Source: an optimization exercise on an open RTL-to-GDS flow (aim: small area, a short achievable clock period and few clock cycles per item). Production flows keep margins and buffers that such runs may drop. At most, simulation tests tie the RTL to the original design; equivalence was not proved. No functional check of the RTL was part of run 1.

==> flow/design.v, too long to show whole: its modules and the start of the top module <==
// module CPU: 586 lines
// module ksadd: 27 lines
// module booth17: 446 lines
module CPU(
				clk,
			  rst_n,
		   IO_stall,
         awid_m_inf,
       awaddr_m_inf,
       awsize_m_inf,
      awburst_m_inf,
        awlen_m_inf,
      awvalid_m_inf,
      awready_m_inf,
        wdata_m_inf,
        wlast_m_inf,
       wvalid_m_inf,
       wready_m_inf,
          bid_m_inf,
        bresp_m_inf,
       bvalid_m_inf,
       bready_m_inf,
         arid_m_inf,
       araddr_m_inf,
        arlen_m_inf,
       arsize_m_inf,
      arburst_m_inf,
      arvalid_m_inf,
      arready_m_inf, 
          rid_m_inf,
        rdata_m_inf,
        rresp_m_inf,
        rlast_m_inf,
       rvalid_m_inf,
       rready_m_inf 
);
  // ...
==> flow/flow/run.sh <==
#!/bin/bash
# Standard layout, with timing repair aiming for a larger setup margin.
set -euo pipefail
bash standard.sh SETUP_SLACK_MARGIN=6 finish > standard_flow.log 2>&1
==> flow/standard.sh <==
#!/bin/bash
# synth_recipe.tcl (not shown) runs the flow's synth.tcl, then flattens the netlist and writes it again
# the make line also repeats each setting of config.mk as NAME=value (left out here)
make -C /OpenROAD-flow-scripts/flow DESIGN_CONFIG=/design/flow/config.mk WORK_HOME=/design/flow/orfs CLKGATE_MAP_FILE= SYNTH_SCRIPT=/design/flow/synth_recipe.tcl "${@:-finish}"
==> flow/config.mk <==
export PLATFORM = sky130hd
export DESIGN_NAME = CPU
export DESIGN_NICKNAME = CPU
export VERILOG_FILES = /design/flow/design.v
export SDC_FILE = /design/flow/constraint.sdc
export NUM_CORES = 8
export LEC_CHECK = 0
export CAP_MARGIN = 20
export CORE_MARGIN = 2
export CORE_UTILIZATION = 55.0
export SETUP_SLACK_MARGIN = 5
export SLEW_MARGIN = 20
==> flow/constraint.sdc <==
create_clock -name core_clock -period 10.0 [get_ports {clk}]
set_input_delay 2.0000 -clock core_clock [delete_from_list [all_inputs] [get_ports {clk}]]
set_output_delay 2.0000 -clock core_clock [all_outputs]
set_load 0.01 [all_outputs]
==> run notes, run 1 <==
flop2flop setup slack 4.51 ns; fraction of layout cells with a size suffix above 1 0.196; # DRC 0; Avg Cell Area, Syn 9.86 µm²; CTS root buffer clkbuf_16; Largest register FFs 256; post-synth cell types 109; M1 GR Usage 0.543; Main synth FF type edfxtp_1; met2 usage 0.542; vias per cell 6.59; Req. time, crit path 10.45 ns; DR pass1 iterations 7; crit-path leading delay family simple AND/OR/NAND/NOR gates; CP endpoint rb_sel[4]; clk sinks 1,000; setup_tns 0 ns; met3 Use GR 0.109; Placed Cells 7,403; post-route cell area 74,600 µm²; f_max 0.182 GHz; Non-Filler Instances 8,013; cell count along the critical path 24; CP Launch Type flop; Starting DRT DRC Count 7,132; multi-input logic area 33,600 µm²; status complete, no violations; largest cells by area after synthesis edfxtp_1, dfxtp_1, dfrtp_1, ha_1, a21oi_1; crit-path max FO 5; Non-clk bufs 650; area of the mapped netlist 60,500 µm²; hold_ws 0.323 ns; Yosys warning count 6; Post-Synth Adder-Cell Area 0.0964; fillers 8,202; crit-path most repeated cell buf_12
==> module CPU, before the edit <==
module CPU(
				clk,
			  rst_n,
		   IO_stall,
         awid_m_inf,
       awaddr_m_inf,
       awsize_m_inf,
      awburst_m_inf,
        awlen_m_inf,
      awvalid_m_inf,
      awready_m_inf,
        wdata_m_inf,
        wlast_m_inf,
       wvalid_m_inf,
       wready_m_inf,
          bid_m_inf,
        bresp_m_inf,
       bvalid_m_inf,
       bready_m_inf,
         arid_m_inf,
       araddr_m_inf,
        arlen_m_inf,
       arsize_m_inf,
      arburst_m_inf,
      arvalid_m_inf,
      arready_m_inf, 
          rid_m_inf,
        rdata_m_inf,
        rresp_m_inf,
        rlast_m_inf,
       rvalid_m_inf,
       rready_m_inf 
);
input  wire clk, rst_n;
output reg  IO_stall;
parameter ID_WIDTH = 4, ADDR_WIDTH = 32, DATA_WIDTH = 16, DRAM_NUMBER = 2, WRIT_NUMBER = 1;
output wire [WRIT_NUMBER * ID_WIDTH-1:0]      awid_m_inf;
output wire [WRIT_NUMBER * ADDR_WIDTH-1:0]  awaddr_m_inf;
output wire [WRIT_NUMBER * 3 -1:0]          awsize_m_inf;
output wire [WRIT_NUMBER * 2 -1:0]         awburst_m_inf;
output wire [WRIT_NUMBER * 7 -1:0]           awlen_m_inf;
output wire [WRIT_NUMBER-1:0]              awvalid_m_inf;
input  wire [WRIT_NUMBER-1:0]              awready_m_inf;
output wire [WRIT_NUMBER * DATA_WIDTH-1:0]   wdata_m_inf;
output wire [WRIT_NUMBER-1:0]                wlast_m_inf;
output wire [WRIT_NUMBER-1:0]               wvalid_m_inf;
input  wire [WRIT_NUMBER-1:0]               wready_m_inf;
input  wire [WRIT_NUMBER * ID_WIDTH-1:0]       bid_m_inf;
input  wire [WRIT_NUMBER * 2 -1:0]           bresp_m_inf;
input  wire [WRIT_NUMBER-1:0]               bvalid_m_inf;
output wire [WRIT_NUMBER-1:0]               bready_m_inf;
output wire [DRAM_NUMBER * ID_WIDTH-1:0]      arid_m_inf;
output wire [DRAM_NUMBER * ADDR_WIDTH-1:0]  araddr_m_inf;
output wire [DRAM_NUMBER * 7 -1:0]           arlen_m_inf;
output wire [DRAM_NUMBER * 3 -1:0]          arsize_m_inf;
output wire [DRAM_NUMBER * 2 -1:0]         arburst_m_inf;
output wire [DRAM_NUMBER-1:0]              arvalid_m_inf;
input  wire [DRAM_NUMBER-1:0]              arready_m_inf;
input  wire [DRAM_NUMBER * ID_WIDTH-1:0]       rid_m_inf;
input  wire [DRAM_NUMBER * DATA_WIDTH-1:0]   rdata_m_inf;
input  wire [DRAM_NUMBER * 2 -1:0]           rresp_m_inf;
input  wire [DRAM_NUMBER-1:0]                rlast_m_inf;
input  wire [DRAM_NUMBER-1:0]               rvalid_m_inf;
output wire [DRAM_NUMBER-1:0]               rready_m_inf;
assign awid_m_inf    = 4'd0;
assign awsize_m_inf  = 3'd1;
assign awburst_m_inf = 2'd1;
assign awlen_m_inf   = 7'd0;
assign wlast_m_inf   = 1'b1;       
assign bready_m_inf  = 1'b1;
assign arid_m_inf    = 8'd0;
assign arsize_m_inf  = {3'd1, 3'd1};
assign arburst_m_inf = {2'd1, 2'd1};
reg  [255:0] rfv;
reg  [15:0]  rv;
reg  [15:0]  wb_en;                
reg  [15:0]  wb_data;
reg  [15:0]  ra_sel, rb_sel, rd_sel;
genvar gi;
generate for (gi = 0; gi < 16; gi = gi + 1) begin : g_rf
    always @(posedge clk) if (wb_en[gi]) rfv[16*gi +: 16] <= wb_data;
end endgenerate
always @(posedge clk or negedge rst_n)
    if (!rst_n) rv <= 16'd0;
    else        rv <= rv | wb_en;
reg  [15:0] ra_raw, rb_raw;
integer ri;
always @(*) begin
    ra_raw = 16'd0;
    rb_raw = 16'd0;
    for (ri = 0; ri < 16; ri = ri + 1) begin
        ra_raw = ra_raw | ({16{ra_sel[ri]}} & rfv[16*ri +: 16]);
        rb_raw = rb_raw | ({16{rb_sel[ri]}} & rfv[16*ri +: 16]);
    end
end
wire [15:0] ra_val = ra_raw & {16{|(ra_sel & rv)}};
wire [15:0] rb_val = rb_raw & {16{|(rb_sel & rv)}};
reg         i_arvalid;
reg  [10:0] i_araddr;
reg  [6:0]  i_arlen;
reg         i_rready;
reg  [7:0]  f_rem;         
reg  [7:0]  f_drop;        
reg         f_drain;       
reg  [10:0] f_addr;        
reg  [10:0] nb;            
reg         q0v, q1v;
reg  [15:0] q0, q1;
reg  [10:0] ipc;           
reg         rdr;           
reg  [10:0] rdr_tgt;
wire [15:0] i_rdata  = rdata_m_inf[31:16];
wire        i_beat   = rvalid_m_inf[1] & i_rready;
wire [2:0]  op    = q0[15:13];
wire [3:0]  f_rt  = q0[8:5];
wire        f_fn  = q0[0];
wire [4:0]  f_imm = q0[4:0];
wire is_alu  = (op == 3'd0) | (op == 3'd1 & ~f_fn);
wire is_mul  = (op == 3'd1) & f_fn;
wire is_ld   = (op == 3'd2);
wire is_st   = (op == 3'd3);
wire is_br   = (op == 3'd4);
wire is_det  = (op == 3'd7);
wire is_nop  = (op == 3'd5) | (op == 3'd6);
reg  [15:0] busy;
wire bz_rs = |(busy & ra_sel);
wire bz_rt = |(busy & rb_sel);
wire bz_rd = |(busy & rd_sel);
wire        alu_sub = f_fn | (op == 3'd1);
wire [15:0] alu_sum;
ksadd #(16) u_alu (.a(ra_val), .b(rb_val ^ {16{alu_sub}}), .ci(alu_sub), .s(alu_sum));
wire        alu_lt  = (ra_val[15] != rb_val[15]) ? ra_val[15] : alu_sum[15];
wire [15:0] alu_res = (op == 3'd1) ? {15'd0, alu_lt} : alu_sum;
wire        br_eq   = (ra_val == rb_val);
wire [10:0] ls_addr;
ksadd #(11) u_lsa (.a(ra_val[10:0]), .b({{6{f_imm[4]}}, f_imm}), .ci(1'b0), .s(ls_addr));
wire [10:0] br_tgt  = ipc + 11'd1 + {{6{f_imm[4]}}, f_imm};
reg  [16:0] ma, mb;
reg  [33:0] ms, mc;
reg  [66:0] mp;
reg  [32:0] mq;            
wire [33:0] bs, bc;
booth17 u_mul (.a(ma), .b(mb), .s(bs), .c(bc));
wire [33:0] prod;
ksadd #(34) u_prod (.a(ms), .b(mc), .ci(1'b0), .s(prod));
reg         a_v, s_v, p_v;
reg  [1:0]  a_kind, s_kind, p_kind;
reg         a_first, s_first, p_first;
reg  [1:0]  a_sh, s_sh;
reg         a_buf, s_buf, p_buf;
reg  [3:0]  a_tag, s_tag, p_tag;
wire        p_mulwb = p_v & (p_kind == 2'd3);    
reg         dt_on;         
reg  [2:0]  dt_ph;         
reg  [6:0]  dt_slot;
reg  [3:0]  dt_cnt;
reg  [3:0]  nx_ra, nx_rb;
reg  [1:0]  dt_kind, dt_sh, nx_kind, nx_sh;
reg         dt_first, dt_ha, dt_hb, dt_buf, nx_first, nx_ha, nx_hb, nx_buf;
reg         dt_v, nx_v;
wire [6:0]  dt_nslot;        
always @(*) begin
    nx_ra = 4'd0; nx_rb = 4'd0; nx_kind = 2'd0; nx_first = 1'b0;
    nx_ha = 1'b0; nx_hb = 1'b0; nx_sh = 2'd0; nx_buf = 1'b0; nx_v = 1'b1;
    case (dt_nslot)
        7'd0: begin nx_ra = 4'd0; nx_rb = 4'd5; nx_kind = 2'd0; nx_first = 1'b1; nx_ha = 1'b0; nx_hb = 1'b0; nx_sh = 2'd0; nx_buf = 1'b0; end
        7'd1: begin nx_ra = 4'd1; nx_rb = 4'd4; nx_kind = 2'd0; nx_first = 1'b0; nx_ha = 1'b0; nx_hb = 1'b0; nx_sh = 2'd0; nx_buf = 1'b0; end
        7'd2: begin nx_ra = 4'd10; nx_rb = 4'd15; nx_kind = 2'd1; nx_first = 1'b1; nx_ha = 1'b0; nx_hb = 1'b0; nx_sh = 2'd0; nx_buf = 1'b0; end
        7'd3: begin nx_ra = 4'd11; nx_rb = 4'd14; nx_kind = 2'd1; nx_first = 1'b0; nx_ha = 1'b0; nx_hb = 1'b0; nx_sh = 2'd0; nx_buf = 1'b0; end
        7'd4: begin nx_ra = 4'd0; nx_rb = 4'd6; nx_kind = 2'd0; nx_first = 1'b1; nx_ha = 1'b0; nx_hb = 1'b0; nx_sh = 2'd0; nx_buf = 1'b1; end
        7'd5: begin nx_ra = 4'd2; nx_rb = 4'd4; nx_kind = 2'd0; nx_first = 1'b0; nx_ha = 1'b0; nx_hb = 1'b0; nx_sh = 2'd0; nx_buf = 1'b1; end
        7'd6: begin nx_ra = 4'd11; nx_rb = 4'd13; nx_kind = 2'd1; nx_first = 1'b1; nx_ha = 1'b0; nx_hb = 1'b0; nx_sh = 2'd0; nx_buf = 1'b1; end
        7'd7: begin nx_ra = 4'd9; nx_rb = 4'd15; nx_kind = 2'd1; nx_first = 1'b0; nx_ha = 1'b0; nx_hb = 1'b0; nx_sh = 2'd0; nx_buf = 1'b1; end
        7'd8: begin nx_ra = 4'd0; nx_rb = 4'd0; nx_kind = 2'd2; nx_first = 1'b0; nx_ha = 1'b1; nx_hb = 1'b1; nx_sh = 2'd2; nx_buf = 1'b0; end
        7'd9: begin nx_ra = 4'd0; nx_rb = 4'd7; nx_kind = 2'd0; nx_first = 1'b1; nx_ha = 1'b0; nx_hb = 1'b0; nx_sh = 2'd0; nx_buf = 1'b0; end
        7'd10: begin nx_ra = 4'd3; nx_rb = 4'd4; nx_kind = 2'd0; nx_first = 1'b0; nx_ha = 1'b0; nx_hb = 1'b0; nx_sh = 2'd0; nx_buf = 1'b0; end
        7'd11: begin nx_ra = 4'd9; nx_rb = 4'd14; nx_kind = 2'd1; nx_first = 1'b1; nx_ha = 1'b0; nx_hb = 1'b0; nx_sh = 2'd0; nx_buf = 1'b0; end
        7'd12: begin nx_ra = 4'd10; nx_rb = 4'd13; nx_kind = 2'd1; nx_first = 1'b0; nx_ha = 1'b0; nx_hb = 1'b0; nx_sh = 2'd0; nx_buf = 1'b0; end
        7'd13: begin nx_ra = 4'd0; nx_rb = 4'd0; nx_kind = 2'd2; nx_first = 1'b0; nx_ha = 1'b1; nx_hb = 1'b1; nx_sh = 2'd2; nx_buf = 1'b1; end
        7'd14: begin nx_ra = 4'd1; nx_rb = 4'd6; nx_kind = 2'd0; nx_first = 1'b1; nx_ha = 1'b0; nx_hb = 1'b0; nx_sh = 2'd0; nx_buf = 1'b1; end
        7'd15: begin nx_ra = 4'd2; nx_rb = 4'd5; nx_kind = 2'd0; nx_first = 1'b0; nx_ha = 1'b0; nx_hb = 1'b0; nx_sh = 2'd0; nx_buf = 1'b1; end
        7'd16: begin nx_ra = 4'd8; nx_rb = 4'd15; nx_kind = 2'd1; nx_first = 1'b1; nx_ha = 1'b0; nx_hb = 1'b0; nx_sh = 2'd0; nx_buf = 1'b1; end
        7'd17: begin nx_ra = 4'd11; nx_rb = 4'd12; nx_kind = 2'd1; nx_first = 1'b0; nx_ha = 1'b0; nx_hb = 1'b0; nx_sh = 2'd0; nx_buf = 1'b1; end
        7'd18: begin nx_ra = 4'd0; nx_rb = 4'd0; nx_kind = 2'd2; nx_first = 1'b0; nx_ha = 1'b1; nx_hb = 1'b1; nx_sh = 2'd2; nx_buf = 1'b0; end
        7'd19: begin nx_ra = 4'd1; nx_rb = 4'd7; nx_kind = 2'd0; nx_first = 1'b1; nx_ha = 1'b0; nx_hb = 1'b0; nx_sh = 2'd0; nx_buf = 1'b0; end
        7'd20: begin nx_ra = 4'd3; nx_rb = 4'd5; nx_kind = 2'd0; nx_first = 1'b0; nx_ha = 1'b0; nx_hb = 1'b0; nx_sh = 2'd0; nx_buf = 1'b0; end
        7'd21: begin nx_ra = 4'd10; nx_rb = 4'd12; nx_kind = 2'd1; nx_first = 1'b1; nx_ha = 1'b0; nx_hb = 1'b0; nx_sh = 2'd0; nx_buf = 1'b0; end
        7'd22: begin nx_ra = 4'd8; nx_rb = 4'd14; nx_kind = 2'd1; nx_first = 1'b0; nx_ha = 1'b0; nx_hb = 1'b0; nx_sh = 2'd0; nx_buf = 1'b0; end
        7'd23: begin nx_ra = 4'd0; nx_rb = 4'd0; nx_kind = 2'd2; nx_first = 1'b0; nx_ha = 1'b1; nx_hb = 1'b1; nx_sh = 2'd2; nx_buf = 1'b1; end
        7'd24: begin nx_ra = 4'd2; nx_rb = 4'd7; nx_kind = 2'd0; nx_first = 1'b1; nx_ha = 1'b0; nx_hb = 1'b0; nx_sh = 2'd0; nx_buf = 1'b1; end
        7'd25: begin nx_ra = 4'd3; nx_rb = 4'd6; nx_kind = 2'd0; nx_first = 1'b0; nx_ha = 1'b0; nx_hb = 1'b0; nx_sh = 2'd0; nx_buf = 1'b1; end
        7'd26: begin nx_ra = 4'd8; nx_rb = 4'd13; nx_kind = 2'd1; nx_first = 1'b1; nx_ha = 1'b0; nx_hb = 1'b0; nx_sh = 2'd0; nx_buf = 1'b1; end
        7'd27: begin nx_ra = 4'd9; nx_rb = 4'd12; nx_kind = 2'd1; nx_first = 1'b0; nx_ha = 1'b0; nx_hb = 1'b0; nx_sh = 2'd0; nx_buf = 1'b1; end
        7'd28: begin nx_ra = 4'd0; nx_rb = 4'd0; nx_kind = 2'd2; nx_first = 1'b0; nx_ha = 1'b1; nx_hb = 1'b1; nx_sh = 2'd2; nx_buf = 1'b0; end
        7'd29: nx_v = 1'b0;
        7'd30: nx_v = 1'b0;
        7'd31: begin nx_ra = 4'd0; nx_rb = 4'd0; nx_kind = 2'd2; nx_first = 1'b0; nx_ha = 1'b1; nx_hb = 1'b1; nx_sh = 2'd2; nx_buf = 1'b1; end
        7'd32: begin nx_ra = 4'd0; nx_rb = 4'd5; nx_kind = 2'd0; nx_first = 1'b1; nx_ha = 1'b0; nx_hb = 1'b0; nx_sh = 2'd0; nx_buf = 1'b0; end
        7'd33: begin nx_ra = 4'd1; nx_rb = 4'd4; nx_kind = 2'd0; nx_first = 1'b0; nx_ha = 1'b0; nx_hb = 1'b0; nx_sh = 2'd0; nx_buf = 1'b0; end
        7'd34: begin nx_ra = 4'd10; nx_rb = 4'd15; nx_kind = 2'd1; nx_first = 1'b1; nx_ha = 1'b0; nx_hb = 1'b0; nx_sh = 2'd0; nx_buf = 1'b0; end
        7'd35: begin nx_ra = 4'd11; nx_rb = 4'd14; nx_kind = 2'd1; nx_first = 1'b0; nx_ha = 1'b0; nx_hb = 1'b0; nx_sh = 2'd0; nx_buf = 1'b0; end
        7'd36: begin nx_ra = 4'd0; nx_rb = 4'd6; nx_kind = 2'd0; nx_first = 1'b1; nx_ha = 1'b0; nx_hb = 1'b0; nx_sh = 2'd0; nx_buf = 1'b1; end
        7'd37: begin nx_ra = 4'd2; nx_rb = 4'd4; nx_kind = 2'd0; nx_first = 1'b0; nx_ha = 1'b0; nx_hb = 1'b0; nx_sh = 2'd0; nx_buf = 1'b1; end
        7'd38: begin nx_ra = 4'd11; nx_rb = 4'd13; nx_kind = 2'd1; nx_first = 1'b1; nx_ha = 1'b0; nx_hb = 1'b0; nx_sh = 2'd0; nx_buf = 1'b1; end
        7'd39: begin nx_ra = 4'd9; nx_rb = 4'd15; nx_kind = 2'd1; nx_first = 1'b0; nx_ha = 1'b0; nx_hb = 1'b0; nx_sh = 2'd0; nx_buf = 1'b1; end
        7'd40: begin nx_ra = 4'd0; nx_rb = 4'd0; nx_kind = 2'd2; nx_first = 1'b0; nx_ha = 1'b0; nx_hb = 1'b0; nx_sh = 2'd0; nx_buf = 1'b0; end
        7'd41: begin nx_ra = 4'd0; nx_rb = 4'd0; nx_kind = 2'd2; nx_first = 1'b0; nx_ha = 1'b1; nx_hb = 1'b0; nx_sh = 2'd1; nx_buf = 1'b0; end
        7'd42: begin nx_ra = 4'd0; nx_rb = 4'd0; nx_kind = 2'd2; nx_first = 1'b0; nx_ha = 1'b0; nx_hb = 1'b1; nx_sh = 2'd1; nx_buf = 1'b0; end
        7'd43: begin nx_ra = 4'd0; nx_rb = 4'd7; nx_kind = 2'd0; nx_first = 1'b1; nx_ha = 1'b0; nx_hb = 1'b0; nx_sh = 2'd0; nx_buf = 1'b0; end
        7'd44: begin nx_ra = 4'd3; nx_rb = 4'd4; nx_kind = 2'd0; nx_first = 1'b0; nx_ha = 1'b0; nx_hb = 1'b0; nx_sh = 2'd0; nx_buf = 1'b0; end
        7'd45: begin nx_ra = 4'd9; nx_rb = 4'd14; nx_kind = 2'd1; nx_first = 1'b1; nx_ha = 1'b0; nx_hb = 1'b0; nx_sh = 2'd0; nx_buf = 1'b0; end
        7'd46: begin nx_ra = 4'd10; nx_rb = 4'd13; nx_kind = 2'd1; nx_first = 1'b0; nx_ha = 1'b0; nx_hb = 1'b0; nx_sh = 2'd0; nx_buf = 1'b0; end
        7'd47: begin nx_ra = 4'd0; nx_rb = 4'd0; nx_kind = 2'd2; nx_first = 1'b0; nx_ha = 1'b0; nx_hb = 1'b0; nx_sh = 2'd0; nx_buf = 1'b1; end
        7'd48: begin nx_ra = 4'd0; nx_rb = 4'd0; nx_kind = 2'd2; nx_first = 1'b0; nx_ha = 1'b1; nx_hb = 1'b0; nx_sh = 2'd1; nx_buf = 1'b1; end
        7'd49: begin nx_ra = 4'd0; nx_rb = 4'd0; nx_kind = 2'd2; nx_first = 1'b0; nx_ha = 1'b0; nx_hb = 1'b1; nx_sh = 2'd1; nx_buf = 1'b1; end
        7'd50: begin nx_ra = 4'd1; nx_rb = 4'd6; nx_kind = 2'd0; nx_first = 1'b1; nx_ha = 1'b0; nx_hb = 1'b0; nx_sh = 2'd0; nx_buf = 1'b1; end
        7'd51: begin nx_ra = 4'd2; nx_rb = 4'd5; nx_kind = 2'd0; nx_first = 1'b0; nx_ha = 1'b0; nx_hb = 1'b0; nx_sh = 2'd0; nx_buf = 1'b1; end
        7'd52: begin nx_ra = 4'd8; nx_rb = 4'd15; nx_kind = 2'd1; nx_first = 1'b1; nx_ha = 1'b0; nx_hb = 1'b0; nx_sh = 2'd0; nx_buf = 1'b1; end
        7'd53: begin nx_ra = 4'd11; nx_rb = 4'd12; nx_kind = 2'd1; nx_first = 1'b0; nx_ha = 1'b0; nx_hb = 1'b0; nx_sh = 2'd0; nx_buf = 1'b1; end
        7'd54: begin nx_ra = 4'd0; nx_rb = 4'd0; nx_kind = 2'd2; nx_first = 1'b0; nx_ha = 1'b0; nx_hb = 1'b0; nx_sh = 2'd0; nx_buf = 1'b0; end
        7'd55: begin nx_ra = 4'd0; nx_rb = 4'd0; nx_kind = 2'd2; nx_first = 1'b0; nx_ha = 1'b1; nx_hb = 1'b0; nx_sh = 2'd1; nx_buf = 1'b0; end
        7'd56: begin nx_ra = 4'd0; nx_rb = 4'd0; nx_kind = 2'd2; nx_first = 1'b0; nx_ha = 1'b0; nx_hb = 1'b1; nx_sh = 2'd1; nx_buf = 1'b0; end
        7'd57: begin nx_ra = 4'd1; nx_rb = 4'd7; nx_kind = 2'd0; nx_first = 1'b1; nx_ha = 1'b0; nx_hb = 1'b0; nx_sh = 2'd0; nx_buf = 1'b0; end
        7'd58: begin nx_ra = 4'd3; nx_rb = 4'd5; nx_kind = 2'd0; nx_first = 1'b0; nx_ha = 1'b0; nx_hb = 1'b0; nx_sh = 2'd0; nx_buf = 1'b0; end
        7'd59: begin nx_ra = 4'd10; nx_rb = 4'd12; nx_kind = 2'd1; nx_first = 1'b1; nx_ha = 1'b0; nx_hb = 1'b0; nx_sh = 2'd0; nx_buf = 1'b0; end
        7'd60: begin nx_ra = 4'd8; nx_rb = 4'd14; nx_kind = 2'd1; nx_first = 1'b0; nx_ha = 1'b0; nx_hb = 1'b0; nx_sh = 2'd0; nx_buf = 1'b0; end
        7'd61: begin nx_ra = 4'd0; nx_rb = 4'd0; nx_kind = 2'd2; nx_first = 1'b0; nx_ha = 1'b0; nx_hb = 1'b0; nx_sh = 2'd0; nx_buf = 1'b1; end
        7'd62: begin nx_ra = 4'd0; nx_rb = 4'd0; nx_kind = 2'd2; nx_first = 1'b0; nx_ha = 1'b1; nx_hb = 1'b0; nx_sh = 2'd1; nx_buf = 1'b1; end
        7'd63: begin nx_ra = 4'd0; nx_rb = 4'd0; nx_kind = 2'd2; nx_first = 1'b0; nx_ha = 1'b0; nx_hb = 1'b1; nx_sh = 2'd1; nx_buf = 1'b1; end
        7'd64: begin nx_ra = 4'd2; nx_rb = 4'd7; nx_kind = 2'd0; nx_first = 1'b1; nx_ha = 1'b0; nx_hb = 1'b0; nx_sh = 2'd0; nx_buf = 1'b1; end
        7'd65: begin nx_ra = 4'd3; nx_rb = 4'd6; nx_kind = 2'd0; nx_first = 1'b0; nx_ha = 1'b0; nx_hb = 1'b0; nx_sh = 2'd0; nx_buf = 1'b1; end
        7'd66: begin nx_ra = 4'd8; nx_rb = 4'd13; nx_kind = 2'd1; nx_first = 1'b1; nx_ha = 1'b0; nx_hb = 1'b0; nx_sh = 2'd0; nx_buf = 1'b1; end
        7'd67: begin nx_ra = 4'd9; nx_rb = 4'd12; nx_kind = 2'd1; nx_first = 1'b0; nx_ha = 1'b0; nx_hb = 1'b0; nx_sh = 2'd0; nx_buf = 1'b1; end
        7'd68: begin nx_ra = 4'd0; nx_rb = 4'd0; nx_kind = 2'd2; nx_first = 1'b0; nx_ha = 1'b0; nx_hb = 1'b0; nx_sh = 2'd0; nx_buf = 1'b0; end
        7'd69: begin nx_ra = 4'd0; nx_rb = 4'd0; nx_kind = 2'd2; nx_first = 1'b0; nx_ha = 1'b1; nx_hb = 1'b0; nx_sh = 2'd1; nx_buf = 1'b0; end
        7'd70: begin nx_ra = 4'd0; nx_rb = 4'd0; nx_kind = 2'd2; nx_first = 1'b0; nx_ha = 1'b0; nx_hb = 1'b1; nx_sh = 2'd1; nx_buf = 1'b0; end
        7'd71: begin nx_ra = 4'd0; nx_rb = 4'd0; nx_kind = 2'd2; nx_first = 1'b0; nx_ha = 1'b0; nx_hb = 1'b0; nx_sh = 2'd0; nx_buf = 1'b1; end
        7'd72: begin nx_ra = 4'd0; nx_rb = 4'd0; nx_kind = 2'd2; nx_first = 1'b0; nx_ha = 1'b1; nx_hb = 1'b0; nx_sh = 2'd1; nx_buf = 1'b1; end
        7'd73: begin nx_ra = 4'd0; nx_rb = 4'd0; nx_kind = 2'd2; nx_first = 1'b0; nx_ha = 1'b0; nx_hb = 1'b1; nx_sh = 2'd1; nx_buf = 1'b1; end
        default: ;
    endcase
end
reg  [32:0] t0, b0, t1, b1;      
reg  [66:0] acc;
wire [32:0] t_sel = dt_buf ? t1 : t0;
wire [32:0] b_sel = dt_buf ? b1 : b0;
wire [16:0] ch_a  = dt_ha ? t_sel[32:16] : {1'b0, t_sel[15:0]};
wire [16:0] ch_b  = dt_hb ? b_sel[32:16] : {1'b0, b_sel[15:0]};
wire dt_issue = dt_on & (dt_ph == 3'd0);
wire [32:0] x_new;
ksadd #(33) u_minor (.a(mq), .b(~mp[32:0]), .ci(1'b1), .s(x_new));
wire [66:0] acc_sum;
ksadd #(67) u_acc (.a(acc), .b(mp), .ci(1'b0), .s(acc_sum));
wire        sat_ok  = (&acc[66:15]) | ~(|acc[66:15]);
wire [15:0] det_res = sat_ok ? acc[15:0] : (acc[66] ? 16'h8000 : 16'h7fff);
reg  [10:0] dm_addr;       
reg         d_arvalid;
reg         la1_v;         
reg  [10:0] la1;
reg  [1:0]  ld_cnt;        
reg  [3:0]  ld_tag0, ld_tag1;
reg         md_v;          
reg  [15:0] md;
reg  [3:0]  md_tag;
reg         d_rready;
reg         d_awvalid, d_wvalid;
reg  [1:0]  st_ph;         
reg  [10:0] st_addr;
reg  [15:0] wd;
assign awaddr_m_inf  = {20'd1, st_addr, 1'b0};
assign arvalid_m_inf = {i_arvalid, d_arvalid};
assign araddr_m_inf  = {20'd1, i_araddr, 1'b0, 20'd1, dm_addr, 1'b0};
assign arlen_m_inf   = {i_arlen, 7'd0};
assign rready_m_inf  = {i_rready, d_rready};
assign awvalid_m_inf = d_awvalid;
assign wdata_m_inf   = wd;
assign wvalid_m_inf  = d_wvalid;
wire d_beat = rvalid_m_inf[0] & d_rready;
wire hz_alu = bz_rs | bz_rt | bz_rd | p_mulwb;
wire hz_mul = bz_rs | bz_rt | bz_rd;
wire hz_ld  = bz_rs | bz_rt | ld_cnt[1];
wire hz_st  = bz_rs | bz_rt;
wire hz_br  = bz_rs | bz_rt;
reg  [3:0] rc;
wire       rc_full = (rc == 4'd15);
wire       q0ok    = q0v & ~rc_full & ~rdr;
wire st_wpend = st_ph[0] | (st_ph == 2'd2);
wire go_alu = q0ok & is_alu & ~hz_alu;
wire go_mul = q0ok & is_mul & ~hz_mul;
wire go_ld  = q0ok & is_ld  & ~hz_ld & ~(st_wpend & (ls_addr == st_addr));
wire go_st  = q0ok & is_st  & ~hz_st & (st_ph == 2'd0) & (rc == 4'd0);
wire go_br  = q0ok & is_br  & ~hz_br;
wire go_nop = q0ok & is_nop;
wire go_det = q0ok & is_det & ~dt_on;
wire dt_pause = dt_v & (dt_kind != 2'd2) & (bz_rs | bz_rt);
wire dt_adv   = dt_issue & ~dt_pause;
wire st_done = (st_ph == 2'd3) & bvalid_m_inf;
wire dt_early = dt_issue & (dt_slot == 7'd35) & ~((&acc[66:51]) | ~(|acc[66:51]));
wire dt_done = dt_on & ((dt_ph == 3'd4) | dt_early) & ~p_mulwb & ~busy[0];
wire pop   = go_alu | go_mul | go_ld | go_br | go_nop | go_st | dt_done;
wire taken = go_br & br_eq & (f_imm != 5'd0);
wire inc   = go_alu | go_mul | go_ld | go_br | go_nop | dt_done;
wire ret   = (st_ph == 2'd0) ? ((rc != 4'd0) | inc) : st_done;
wire wb_busy = p_mulwb | go_alu | dt_done;
wire md_wb   = md_v & ~wb_busy;
wire rd_wb   = d_beat & ~md_v & ~wb_busy;
wire [15:0] dec_ptag = 16'd1 << p_tag;
wire [15:0] dec_md   = 16'd1 << md_tag;
wire [15:0] dec_ld0  = 16'd1 << ld_tag0;
always @(*) begin
    if (p_mulwb)      begin wb_en = dec_ptag; wb_data = mp[15:0]; end
    else if (go_alu)  begin wb_en = rd_sel;   wb_data = alu_res;  end
    else if (dt_done) begin wb_en = 16'd1;    wb_data = det_res;  end
    else if (md_v)    begin wb_en = md_wb ? dec_md : 16'd0; wb_data = md; end
    else              begin wb_en = rd_wb ? dec_ld0 : 16'd0; wb_data = rdata_m_inf[15:0]; end
end
wire [15:0] set_mul = go_mul ? rd_sel : 16'd0;
wire [15:0] set_ld  = go_ld  ? rb_sel : 16'd0;
wire [15:0] clr_mul = p_mulwb ? dec_ptag : 16'd0;
wire [15:0] clr_md  = md_wb ? dec_md : 16'd0;
wire [15:0] clr_rd  = rd_wb ? dec_ld0 : 16'd0;
always @(posedge clk or negedge rst_n)
    if (!rst_n) busy <= 16'd0;
    else        busy <= (busy & ~clr_mul & ~clr_md & ~clr_rd) | set_mul | set_ld;
always @(posedge clk or negedge rst_n)
    if (!rst_n) begin
        IO_stall <= 1'b1;
        rc       <= 4'd0;
    end else begin
        IO_stall <= ~ret;
        rc       <= rc + {3'd0, inc} - {3'd0, ret & (st_ph == 2'd0)};
    end
wire        rem_z   = (f_rem == 8'd0);
wire        rem_1   = (f_rem == 8'd1);
wire        drop_z  = (f_drop == 8'd0);
wire        push    = i_beat & drop_z;
wire [7:0]  rem_n   = f_rem - {7'd0, i_beat};
wire        end_n   = rem_z | (rem_1 & i_beat);    
wire [10:0] f_addr_1 = f_addr + 11'd1;
wire [10:0] ipc_1   = ipc + 11'd1;
wire [10:0] rd_d    = rdr_tgt - f_addr;
wire        rd_inb  = ~rem_z & ({1'b0, rd_d} < {4'd0, f_rem});
wire        rd_q1   = q1v & (rdr_tgt == ipc_1);      
wire        hold_ar = q0v & is_br;
reg  [7:0]  drop_n;
reg         q0v_n, q1v_n, drain_n, q0_beat, q0_q1, q1_beat, new_ar;
reg  [10:0] sa, ipc_n, nb_n;
always @(*) begin
    drop_n  = f_drop - {7'd0, i_beat & ~drop_z};
    drain_n = f_drain;
    q0v_n   = q0v;
    q1v_n   = q1v;
    q0_beat = 1'b0;
    q0_q1   = 1'b0;
    q1_beat = 1'b0;
    ipc_n   = ipc;
    nb_n    = (i_beat & ~f_drain) ? f_addr_1 : nb;
    sa      = f_drain ? nb : (i_beat ? f_addr_1 : nb);
    new_ar  = end_n & ~hold_ar;
    if (rdr & ~rd_q1) begin
        q0v_n = 1'b0;
        q1v_n = 1'b0;
        ipc_n = rdr_tgt;
        new_ar = end_n;
        if (rd_inb) begin
            if (i_beat) begin
                if (rd_d == 11'd0) begin q0v_n = 1'b1; q0_beat = 1'b1; drop_n = 8'd0; end
                else drop_n = {1'b0, rd_d[6:0]} - 8'd1;
            end else drop_n = {1'b0, rd_d[6:0]};
        end else begin
            drop_n  = rem_n;
            drain_n = 1'b1;
            nb_n    = rdr_tgt;
            sa      = rdr_tgt;
        end
    end else if (pop | rdr) begin
        ipc_n = ipc_1;
        if (q1v) begin q0_q1 = 1'b1; q0v_n = 1'b1; q1v_n = push; q1_beat = push; end
        else     begin q0v_n = push; q0_beat = push; q1v_n = 1'b0; end
    end else if (push) begin
        if (!q0v) begin q0_beat = 1'b1; q0v_n = 1'b1; end
        else      begin q1_beat = 1'b1; q1v_n = 1'b1; end
    end
    if (new_ar) drain_n = 1'b0;
end
wire [6:0]  sa_len  = (sa[10:7] == 4'hf) ? ~sa[6:0] : 7'd127;
always @(posedge clk) begin
    if (q0_beat)     q0 <= i_rdata;
    else if (q0_q1)  q0 <= q1;
    if (q1_beat)     q1 <= i_rdata;
    if (taken)       rdr_tgt <= br_tgt;
end
always @(posedge clk or negedge rst_n) begin
    if (!rst_n) begin
        i_arvalid <= 1'b0;
        i_araddr  <= 11'd0;
        i_arlen   <= 7'd0;
        i_rready  <= 1'b0;
        f_rem     <= 8'd0;
        f_drop    <= 8'd0;
        f_drain   <= 1'b0;
        f_addr    <= 11'd0;
        nb        <= 11'd0;
        q0v       <= 1'b0;
        q1v       <= 1'b0;
        ipc       <= 11'd0;
        rdr       <= 1'b0;
    end else begin
        rdr <= taken;
        ipc <= ipc_n;
        nb  <= nb_n;
        if (i_arvalid & arready_m_inf[1]) i_arvalid <= 1'b0;
        if (new_ar) begin                   
            i_arvalid <= 1'b1;
            i_araddr  <= sa;
            i_arlen   <= sa_len;
            f_addr    <= sa;
            f_rem     <= {1'b0, sa_len} + 8'd1;
        end else begin
            if (i_beat) f_addr <= f_addr_1;
            f_rem   <= rem_n;
        end
        f_drain  <= drain_n;
        f_drop   <= drop_n;
        q0v      <= q0v_n;
        q1v      <= q1v_n;
        i_rready <= (drop_n != 8'd0) | ~(q0v_n & q1v_n);
    end
end
wire dt_issue_n = go_det | (dt_adv & (dt_slot != 7'd73) & ~dt_early);
always @(posedge clk) begin
    if (dt_issue_n) begin
        ra_sel <= 16'd1 << nx_ra;
        rb_sel <= 16'd1 << nx_rb;
    end else if (q0_beat) begin
        ra_sel <= 16'd1 << i_rdata[12:9];
        rb_sel <= 16'd1 << i_rdata[8:5];
    end else if (q0_q1) begin
        ra_sel <= 16'd1 << q1[12:9];
        rb_sel <= 16'd1 << q1[8:5];
    end
    if (q0_beat)    rd_sel <= 16'd1 << i_rdata[4:1];
    else if (q0_q1) rd_sel <= 16'd1 << q1[4:1];
end
always @(posedge clk) begin
    if (dt_adv & (dt_kind == 2'd2)) begin
        ma <= ch_a;
        mb <= ch_b;
    end else begin
        ma <= {ra_val[15], ra_val};
        mb <= {rb_val[15], rb_val};
    end
    ms <= bs;
    mc <= bc;
    if (dt_on & (dt_ph == 3'd2)) mp <= {58'd0, q0[8:0]};       
    else case (s_sh)
        2'd0:    mp <= {{33{prod[33]}}, prod};
        2'd1:    mp <= {{17{prod[33]}}, prod, 16'd0};
        default: mp <= {prod[33], prod, 32'd0};
    endcase
    a_kind  <= dt_adv ? dt_kind : 2'd3;
    a_first <= dt_adv & dt_first;
    a_sh    <= dt_adv ? dt_sh : 2'd0;
    a_buf   <= dt_buf;
    a_tag   <= q0[4:1];
    s_kind <= a_kind; s_first <= a_first; s_sh <= a_sh; s_buf <= a_buf; s_tag <= a_tag;
    p_kind <= s_kind; p_first <= s_first; p_buf <= s_buf; p_tag <= s_tag;
end
always @(posedge clk or negedge rst_n)
    if (!rst_n) begin a_v <= 1'b0; s_v <= 1'b0; p_v <= 1'b0; end
    else        begin a_v <= go_mul | (dt_adv & dt_v); s_v <= a_v; p_v <= s_v; end
always @(posedge clk) begin
    if (p_v & p_first) mq <= mp[32:0];
    if (p_v & ~p_first & (p_kind[1] == 1'b0)) begin
        case ({p_buf, p_kind[0]})
            2'b00: t0 <= x_new;
            2'b01: b0 <= x_new;
            2'b10: t1 <= x_new;
            2'b11: b1 <= x_new;
        endcase
    end
    if (go_det)                                acc <= 67'd0;
    else if (p_v & (p_kind == 2'd2))           acc <= acc_sum;
    else if (dt_on & (dt_ph == 3'd2) & (dt_cnt != 4'd0))
                                               acc <= {acc[66], acc[66], acc[66:2]};
    else if (dt_on & (dt_ph == 3'd3))          acc <= acc_sum;
end
assign dt_nslot = go_det ? 7'd0 : dt_slot + 7'd1;
always @(posedge clk) begin
    if (go_det | dt_adv) begin
        dt_kind <= nx_kind; dt_first <= nx_first;
        dt_ha <= nx_ha; dt_hb <= nx_hb; dt_sh <= nx_sh; dt_buf <= nx_buf; dt_v <= nx_v;
    end
end
always @(posedge clk or negedge rst_n) begin
    if (!rst_n) begin
        dt_on   <= 1'b0;
        dt_ph   <= 3'd0;
        dt_slot <= 7'd0;
        dt_cnt  <= 4'd0;
    end else begin
        if (go_det) begin
            dt_on   <= 1'b1;
            dt_ph   <= 3'd0;
            dt_slot <= 7'd0;
        end else if (dt_done) begin
            dt_on   <= 1'b0;
            dt_ph   <= 3'd0;
        end else if (dt_on) begin
            case (dt_ph)
                3'd0: if (dt_adv) begin
                    dt_slot <= dt_slot + 7'd1;
                    if (dt_slot == 7'd73) begin dt_ph <= 3'd1; dt_cnt <= 4'd2; end
                end
                3'd1: begin        
                    dt_cnt <= dt_cnt - 4'd1;
                    if (dt_cnt == 4'd0) begin dt_ph <= 3'd2; dt_cnt <= q0[12:9]; end
                end
                3'd2: begin        
                    dt_cnt <= dt_cnt - 4'd1;
                    if (dt_cnt == 4'd0) dt_ph <= 3'd3;
                end
                3'd3: dt_ph <= 3'd4;
                default: ;         
            endcase
        end
    end
end
wire d_arhs = d_arvalid & arready_m_inf[0];
wire [1:0] ld_cnt_n = ld_cnt + {1'b0, go_ld} - {1'b0, d_beat};
reg  [1:0] st_lw;
wire [1:0] st_lw_n = st_lw - {1'b0, d_beat & (st_lw != 2'd0)};
always @(posedge clk) begin
    if (go_st) st_addr <= ls_addr;
    if (go_st) wd <= rb_val;
    if (d_beat & ~rd_wb) begin md <= rdata_m_inf[15:0]; md_tag <= ld_tag0; end
    if (go_ld & ~la1_v & (~d_arvalid | d_arhs)) dm_addr <= ls_addr;
    else if (d_arhs & la1_v)                    dm_addr <= la1;
    if (go_ld & d_arvalid & ~d_arhs)            la1 <= ls_addr;
    if (d_beat) begin
        ld_tag0 <= (go_ld & (ld_cnt == 2'd1)) ? f_rt : ld_tag1;
        ld_tag1 <= f_rt;
    end else if (go_ld) begin
        if (ld_cnt == 2'd0) ld_tag0 <= f_rt;
        else                ld_tag1 <= f_rt;
    end
end
always @(posedge clk or negedge rst_n) begin
    if (!rst_n) begin
        d_arvalid <= 1'b0;
        la1_v     <= 1'b0;
        ld_cnt    <= 2'd0;
        md_v      <= 1'b0;
        d_rready  <= 1'b0;
        d_awvalid <= 1'b0;
        d_wvalid  <= 1'b0;
        st_ph     <= 2'd0;
        st_lw     <= 2'd0;
    end else begin : dport
        reg md_v_n;
        if (go_ld) begin
            if (d_arvalid & ~d_arhs) la1_v <= 1'b1;
            d_arvalid <= 1'b1;
        end else if (d_arhs) begin
            d_arvalid <= la1_v;
            la1_v     <= 1'b0;
        end
        ld_cnt <= ld_cnt_n;
        st_lw  <= go_st ? (ld_cnt - {1'b0, d_beat}) : st_lw_n;
        md_v_n = (md_v & ~md_wb) | (d_beat & ~rd_wb);
        md_v     <= md_v_n;
        d_rready <= ~md_v_n;
        case (st_ph)
            2'd0: if (go_st) begin d_awvalid <= 1'b1; st_ph <= 2'd1; end
            2'd1: if (awready_m_inf) begin
                      d_awvalid <= 1'b0; st_ph <= 2'd2;
                      d_wvalid  <= (st_lw_n == 2'd0);
                  end
            2'd2: if (d_wvalid) begin
                      if (wready_m_inf) begin d_wvalid <= 1'b0; st_ph <= 2'd3; end
                  end else if (st_lw_n == 2'd0) d_wvalid <= 1'b1;
            2'd3: if (bvalid_m_inf) st_ph <= 2'd0;
        endcase
    end
end
endmodule
==> module ksadd, before the edit <==
module ksadd #(parameter W = 16) (
    input  wire [W-1:0] a,
    input  wire [W-1:0] b,
    input  wire         ci,
    output wire [W-1:0] s
);
    localparam L = $clog2(W + 1);
    wire [W:0] g [0:L];
    wire [W:0] p [0:L];
    assign g[0] = {a & b, ci};
    assign p[0] = {a ^ b, 1'b0};
    genvar k, j;
    generate
        for (k = 0; k < L; k = k + 1) begin : lv
            for (j = 0; j <= W; j = j + 1) begin : bt
                if (j >= (1 << k)) begin : cmb
                    assign g[k+1][j] = g[k][j] | (p[k][j] & g[k][j - (1 << k)]);
                    assign p[k+1][j] = p[k][j] & p[k][j - (1 << k)];
                end else begin : pas
                    assign g[k+1][j] = g[k][j];
                    assign p[k+1][j] = p[k][j];
                end
            end
        end
    endgenerate
    assign s = (a ^ b) ^ g[L][W-1:0];
endmodule
==> run 2: changes to the inputs <==
--- a/flow/design.v
+++ b/flow/design.v
@@ -128,12 +128,12 @@
 wire bz_rd = |(busy & rd_sel);
 wire        alu_sub = f_fn | (op == 3'd1);
 wire [15:0] alu_sum;
-ksadd #(16) u_alu (.a(ra_val), .b(rb_val ^ {16{alu_sub}}), .ci(alu_sub), .s(alu_sum));
+ksadd #(16, 5) u_alu (.a(ra_val), .b(rb_val ^ {16{alu_sub}}), .ci(alu_sub), .s(alu_sum));
 wire        alu_lt  = (ra_val[15] != rb_val[15]) ? ra_val[15] : alu_sum[15];
 wire [15:0] alu_res = (op == 3'd1) ? {15'd0, alu_lt} : alu_sum;
 wire        br_eq   = (ra_val == rb_val);
 wire [10:0] ls_addr;
-ksadd #(11) u_lsa (.a(ra_val[10:0]), .b({{6{f_imm[4]}}, f_imm}), .ci(1'b0), .s(ls_addr));
+ksadd #(11, 4) u_lsa (.a(ra_val[10:0]), .b({{6{f_imm[4]}}, f_imm}), .ci(1'b0), .s(ls_addr));
 wire [10:0] br_tgt  = ipc + 11'd1 + {{6{f_imm[4]}}, f_imm};
 reg  [16:0] ma, mb;
 reg  [33:0] ms, mc;
@@ -142,7 +142,7 @@
 wire [33:0] bs, bc;
 booth17 u_mul (.a(ma), .b(mb), .s(bs), .c(bc));
 wire [33:0] prod;
-ksadd #(34) u_prod (.a(ms), .b(mc), .ci(1'b0), .s(prod));
+ksadd #(34, 6) u_prod (.a(ms), .b(mc), .ci(1'b0), .s(prod));
 reg         a_v, s_v, p_v;
 reg  [1:0]  a_kind, s_kind, p_kind;
 reg         a_first, s_first, p_first;
@@ -248,9 +248,9 @@
 wire [16:0] ch_b  = dt_hb ? b_sel[32:16] : {1'b0, b_sel[15:0]};
 wire dt_issue = dt_on & (dt_ph == 3'd0);
 wire [32:0] x_new;
-ksadd #(33) u_minor (.a(mq), .b(~mp[32:0]), .ci(1'b1), .s(x_new));
+ksadd #(33, 6) u_minor (.a(mq), .b(~mp[32:0]), .ci(1'b1), .s(x_new));
 wire [66:0] acc_sum;
-ksadd #(67) u_acc (.a(acc), .b(mp), .ci(1'b0), .s(acc_sum));
+ksadd #(67, 7) u_acc (.a(acc), .b(mp), .ci(1'b0), .s(acc_sum));
 wire        sat_ok  = (&acc[66:15]) | ~(|acc[66:15]);
 wire [15:0] det_res = sat_ok ? acc[15:0] : (acc[66] ? 16'h8000 : 16'h7fff);
 reg  [10:0] dm_addr;       
@@ -584,13 +584,12 @@
     end
 end
 endmodule
-module ksadd #(parameter W = 16) (
+module ksadd #(parameter W = 16, parameter L = 5) (
     input  wire [W-1:0] a,
     input  wire [W-1:0] b,
     input  wire         ci,
     output wire [W-1:0] s
 );
-    localparam L = $clog2(W + 1);
     wire [W:0] g [0:L];
     wire [W:0] p [0:L];
     assign g[0] = {a & b, ci};
==> flow/run.sh (new file) <==
#!/bin/bash
# synth_recipe.tcl (not shown) runs the flow's synth.tcl, then flattens the netlist and writes it again
# the make line also repeats each setting of config.mk as NAME=value (left out here)
make -C /OpenROAD-flow-scripts/flow DESIGN_CONFIG=/design/flow/config.mk WORK_HOME=/design/flow/orfs CLKGATE_MAP_FILE= SYNTH_SCRIPT=/design/flow/synth_recipe.tcl finish
removed: flow/flow/run.sh
removed: flow/standard.sh
==> run 2 against run 1 <==
Net effect:
- sequential cell count stayed put
- first-iteration DRC count is 13% lower
- clock skew shrank 0.0051 ns
- still clean
==> run notes, run 2 <==
status complete, no violations; count leader, synth edfxtp_1; WP data arrival 5.83 ns; gr usage total 0.356; pre-CTS WS 3.35 ns; Chip Height 336 µm; worst-margin pin slew 1.27 ns; endpoints failing setup 0; Largest regs rfv x256, acc x67, mp x66; dpl cell area 62,700 µm²; DRT antenna net count 0; Avg Cell Area, Syn 9.86 µm² (unchanged); commonest cells after routing, fill and taps aside edfxtp_1, a21oi_1, nand2_1; post-synthesis sequential area ratio 0.442; Final Max Slew Viols 0; Starting DRT DRC Count 6,192 (-13%); Largest register FFs 256 (unchanged); CTS hold repair buffers 0; setup_tns 0 ns (unchanged); fillers 8,940 (+9.0%); vias per cell 6.49 (-1.5%); Worst Skew 0.0396 ns; largest net degree at the start of global routing 85; Die W 336 µm; Layout area overhead 14.0%; initial antenna violation count 7; Worst Setup Path Type flop to flop; clk sinks 1,000 (unchanged); MaxCap Viol Count 0; Yosys top cell area share 0.297; Nets 6,661; area of the mapped netlist 60,500 µm² (unchanged); # DRC 0 (unchanged); crit-path most repeated cell buf_12; DRT Wirelength 205 mm; Critical Path End Type flop; dpl hpwl 135 mm; clock latency on the worst-skew pair 0.71 ns; worst path buffer plus inverter count 5; port bufs 103; fin worst setup slack 4.60 ns; vias 50,200; Starting Density 0.555; GP Congestion 0.944; register bit total from synthesis 1,000; DR pass1 iterations 7 (unchanged); post-synth top area cell edfxtp_1; Period minus WS final 5.40 ns; core footprint 109,000 µm²; Worst path slowest cell edfxtp_1; relative slew slack 0.153; crit-path leading delay family simple AND/OR/NAND/NOR gates; vias in the first global route 46,000; CTS max path bufs 3; Reg with most FFs rfv; Cells after Synth 6,130; worst hold path type flop to flop; global route total overflow 0; first-pass GRT wire length 300 mm; Main synth FF type edfxtp_1; fraction of layout cells with a size suffix above 1 0.124 (-0.0713); largest cells by area after synthesis edfxtp_1, dfxtp_1, dfrtp_1, ha_1, a21oi_1; number of synthesized flops with an enable pin 598; commonest non-fill, non-tap cell in the layout edfxtp_1; IO Pins 230; Num CTS Buffers 105; Final Hold Viols 0; CTS root buffer clkbuf_16; die area 113,000 µm²; post-route cell area 68,900 µm² (-7.7%); Tcrit/Tclk final 0.540; asr flop ratio synth 0.140; Req. time, crit path 10.43 ns (-0.02 ns); CP Cell Sequence a22o_1 > a221oi_1 > nand4_1 > and2_4 > ha_4 > inv_2 > fa_2 > xnor2_2 > nor3_2 > nand3_1 > a311oi_1 > nand3_1 > nor4_4 > a31oi_4 > buf_12 > inv_12 > a41oi_4 > o32ai_4 > buf_12 > buf_12 > mux2_4 > o21ai_4 > nand2b_4 > nor2_1; CTS clock-pin slew for the worst setup and hold paths 0.06 ns; unrepaired setup endpoints after global routing true; TritonCTS clock tree done; Crit path largest cell delay 0.55 ns; crit-path max FO 6 (+1); H-tree levels 3; Rows 121; drt wl/cell 26.5 µm; most frequent cells after synthesis edfxtp_1, a21oi_1, nor2_1, nand2_1, o21ai_0; CP Launch Type flop; post-synth cell types 109 (unchanged); f_max 0.185 GHz (+1.8%); Yosys warning count 6 (unchanged)
==> run 2: worst paths after layout <==
path	startpoint	to	slack, ns	depth (start not counted)
max	ra_sel[0]	ra_sel[6]	4.60	24
min	s_tag[3]	p_tag[3]	0.33	0
max reg2reg	ra_sel[0]	ra_sel[6]	4.60	24
min reg2reg	s_tag[3]	p_tag[3]	0.33	0
max in group asynchronous	rst_n	dt_slot[0]	7.09	2
min in group asynchronous	rst_n	f_rem[4]	1.33	1
==> run 2: through the flow <==
stage	utilization	cells	hold slack, ns
2_1_floorplan	-	6234	0.310
3_3_place_gp	0.575	7407	0.311
3_5_place_dp	0.576	7410	0.312
4_1_cts	0.621	7670	0.327
5_1_grt	0.632	7738	0.334
6_report	0.632	7739	0.327
==> run 2: final cells by class <==
type	count	area [µm²]	share of cell area
antenna	1	2.50	0.0000363
clock buffer	145	2970	0.0431
clock inverter	51	558	0.00810
inverter	330	1250	0.0182
multi-input combinational	4403	31700	0.461
sequential	1000	26700	0.388
tap	1414	1770	0.0257
timing repair buffer	395	3890	0.0564
==> run 2: cell families after synthesis <==
family          Yosys count  share of synthesized area
flops                  1000                      0.442
compound gates         1886                      0.205
xor+xnor                313                     0.0469
buf+inv                 833                     0.0595
simple gates           1534                      0.117
fa+ha+maj               408                     0.0964
mux                     154                     0.0340
other cells               2                   0.000124
==> run 2: layer usage <==
layer  vias up  part of all wire  track usage
met3       468              0.12       0.0867
met1     24300              0.43        0.522
met2      2941              0.42        0.511
met4         4             0.039        0.128
met5         -           0.00026            0
li1      22500                 -            -
==> run 2: repair_timing <==
action	4_1_cts	5_1_grt
endpoints found under the setup margin	597	524
cloned	5	0
resized for setup	164	145
pin swaps	42	57
buffers inserted	59	66
==> run 2: worst reg2reg max path, stage by stage (launching register included) <==
cell and delay, ns:
edfxtp_1 0.55, a22o_1 0.27, a221oi_1 0.23, nand4_1 0.19
and2_4 0.25, ha_4 0.17, inv_2 0.05, fa_2 0.46
xnor2_2 0.15, nor3_2 0.19, nand3_1 0.09, a311oi_1 0.20
nand3_1 0.16, nor4_4 0.36, a31oi_4 0.14, buf_12 0.18
inv_12 0.05, a41oi_4 0.13, o32ai_4 0.16, buf_12 0.19
buf_12 0.14, mux2_4 0.33, o21ai_4 0.23, nand2b_4 0.23
nor2_1 0.05
Testbench counts of run 2, summed over its fixed seeds: cycles 38,156, instructions 12,000.

-- afterwards: timing with drivers on the ports --
No port has a modelled driver above. Below, the same layouts with a new extraction and two added sets of constraints.
Step 1 assumes that a clkbuf_16 drives the clock port and a buf_2 every other input.
Step 2 times the ports against the registers' clock, not the clock port: input delays grow and output delays shrink by t, the midpoint of the rising clock arrivals with the driver on.
Slacks: ideal / step 1 / step 2; pairs: ideal / step 1.
| run | t, ns | setup slack, ns | slew at the worst register clock pin (ns) |
|---|---|---|---|
| run 1 | 0.768 | 4.506 / 4.506 / 4.506 | 0.07 / 0.07 |
| run 2 | 0.766 | 4.602 / 4.602 / 4.602 | 0.07 / 0.07 |
After both steps every run listed still meets setup and hold.
